This is an optimization exercise on Yosys and OpenROAD, whose aim is small area, not a production implementation.
At most, simulation tests tie the RTL to the original design; equivalence was not proved.
No activity file was given, so power comes from the tool's default toggle rates.

build 9:
==> flow/design.v (excerpt) <==
module main_ctrl(clk, rst, config_load, config_done, ifmap_ready, wght_ready, op_go, op_done, bias_write,
                 psum_split_condense, maxpooling, tile_order_first, tile_order_last,
                 ifmapR, ifmapC, ofmapR, ofmapC, kernelR, kernelC, inchannel, outchannel,
                 load_wght, data_ready, sum_in_bias, tile_done, current_state,
                 ofmap_en, ofmap_addrin,
                 ifmap_en_b, wght_en_b, ofmap_en_a, ofmap_en_b, bias_en_a, bias_en_b,
                 bias_addr_b, ifmap_addr_b, wght_addr_b, ofmap_addr_a, ofmap_addr_b,
                 ifmap_wen_b, wght_wen_b, ofmap_wen_a, ofmap_wen_b, bias_wen_a, bias_wen_b);
clock: 8.0 ns
lec_check: 0
cap_margin: 20
core_margin: 2
core_utilization: 65
slew_margin: 20
standard.sh (not shown) runs the stock make flow with config.mk's settings and CLKGATE_MAP_FILE= SYNTH_SCRIPT=/design/flow/synth_recipe.tcl, a recipe that flattens the netlist after the stock synthesis.
==> flow/flow/run.sh <==
#!/bin/bash
# Standard ORFS layout (the standard.sh, standard synthesis) with three changes:
#  - port buffers use the smallest buffer cell (buf_1),
#  - clock tree synthesis inserts no dummy loads and builds the tree from clkbuf_4,
#  - constant outputs share one tie cell instead of one tie cell each.
set -euo pipefail
bash standard.sh \
  BUFFER_PORTS_ARGS="-buffer_cell sky130_fd_sc_hd__buf_1" \
  CTS_ARGS="-sink_clustering_enable -repair_clock_nets -dont_use_dummy_load -buf_list {sky130_fd_sc_hd__clkbuf_4} -sink_clustering_size 10 -sink_clustering_max_diameter 40" \
  SKIP_REPAIR_TIE_FANOUT=1 \
  finish > standard.log 2>&1
--- input diff build 9..trial 24 ---
--- a/flow/design.v
+++ b/flow/design.v
@@ -57,25 +57,25 @@
 wire [2:0] Kc1 = Kc + 1'b1;
 wire [1:0] Och1 = Och + 1'b1;
 wire [5:0] Or1 = Orx + 1'b1;
 wire [5:0] Oc1 = Ocx + 1'b1;
 wire eP  = (Ps1 == {3'd0,nps});
 wire eKr = (Kr1 == kernelR);
 wire eKc = (Kc1 == kernelC);
 wire eO  = (Och1 == ocs);
 wire eOr = (Or1 == ofmapR);
 wire eOc = (Oc1 == ofmapC);
 wire check_done = (sub == 2'd3);
 wire wght_shift_done = (cnt == 5'd8);
-wire slice_done = (dc == 5'd18);
+wire slice_done = (dc == 5'd3);    
 wire ofmap_write = (cnt == 5'd27);
 always @(posedge clk or posedge rst)
     if (rst) current_state <= 4'd0;
     else current_state <= next_state;
 always @* begin
     next_state = current_state;
     case (current_state)
         4'd0: if (config_load) next_state = 4'd1;
         4'd1: if (config_done) next_state = (maxpooling || !tile_order_first) ? 4'd3 : 4'd2;
         4'd2: if (!bias_write) next_state = 4'd3;
         4'd3: if (data_ready) next_state = 4'd8;
         4'd8: if (op_go) next_state = 4'd5;
@@ -181,25 +181,25 @@
     else if (s_sc) tile_done <= tile_done | td_set;
     else if (s_off) tile_done <= 1'b1;
     else if (s_pool) tile_done <= dn1;
     else tile_done <= 1'b0;
 always @(posedge clk) begin
     ifmap_loaded <= (s_ldb | s_ld) & (ifmap_loaded | ifmap_ready);
     wght_loaded <= (s_ldb | s_ld) & (wght_loaded | wght_ready);
     bias_loaded <= (s_ldb & (bias_loaded | ~bias_write)) |
                    (s_ld & (bias_loaded | ~bias_write | ~tile_order_first));
     data_ready <= s_rg | (s_ld & (data_ready | (maxpooling ? ifmap_loaded : (bias_loaded & ifmap_loaded & wght_loaded))));
     sub <= s_sc ? sub + 1'b1 : 2'd0;
     cnt <= (s_pe | s_mac) ? ((cnt == 5'd27) ? cnt : cnt + 1'b1) : 5'd0;
-    dc <= (s_mac & eOr & eOc) ? dc + 1'b1 : 5'd0;
+    dc <= (s_mac & eOr & eOc) ? {dc[3:0], dc[4] ^ dc[2]} : 5'd1;
     pf <= s_sc;
     wen1 <= s_pool & ~pf & eKr & eKc;
     dn1 <= s_pool & ~pf & eKr & eKc & eP & eOr & eOc;
     poolwrite <= s_sc | (s_pool & wen1);
 end
 wire [2:0] Kcm = pf ? 3'd0 : Kc;
 wire [2:0] Krm = pf ? 3'd0 : Kr;
 wire [9:0] Xi = XP + (maxpooling ? {3'd0, Kcm} : {4'd0, Ocx});
 wire [6:0] Yi = Krm + (maxpooling ? {Orx[3:0],1'b0} : Orx);
 wire [1:0] Q = maxpooling ? (s_pool ? Ps[1:0] : 2'd0) : Och;
 wire [7:0] Uo = (Q[0] ? {2'd0,ofmapC} : 8'd0) + (Q[1] ? {1'b0,ofmapC,1'b0} : 8'd0) + Ocx;
 always @(posedge clk) begin
Results
- Trial 24 against build 9: relative contribution of sequential cells to total power rose 1.5 points, overall routed net length fell 3.1%, post-synthesis cell area rose about 0.4%, global routing usage summed across all routing layers fell 0.38 points, total number of tap cells rose about 1.9%.
- [diff] worst setup slack, trial 24 relative to build 9: regression
- As of trial 24, count of mapped cells out of synthesis had risen slightly compared to build 9.
Only the layout flow was run in trial 24; the RTL was not checked for function there.

[separate check: timing with driven ports]
How much do the figures lean on ideal ports? The routed layouts below were timed once more, with nothing changed but the port constraints. Step 1: set_driving_cell puts a clkbuf_16 on clk and a buf_2 on each other input, an assumption about the parent block. Step 2 also shifts input and output timing later by t, the mid clock arrival at the registers, as if the neighbouring blocks saw the same clock. Slacks: ideal ports / drivers / drivers and shift; pairs: ideal ports / drivers.
run	shift t [ns]	setup slack, ns	hold slack, ns	worst setup path at the end	worst register clock-pin slew, ns
build 9	0.622	0.819 / 0.796 / 0.208	0.262 / 0.262 / 0.262	input to register	0.10 / 0.10
trial 24	0.627	0.798 / 0.779 / 0.335	0.288 / 0.288 / 0.288	input to register	0.11 / 0.11
After both steps setup and hold are still met in every run listed. The setup slack of build 9, which loses most, moves by -0.023 ns with the drivers and by -0.611 ns with both steps.
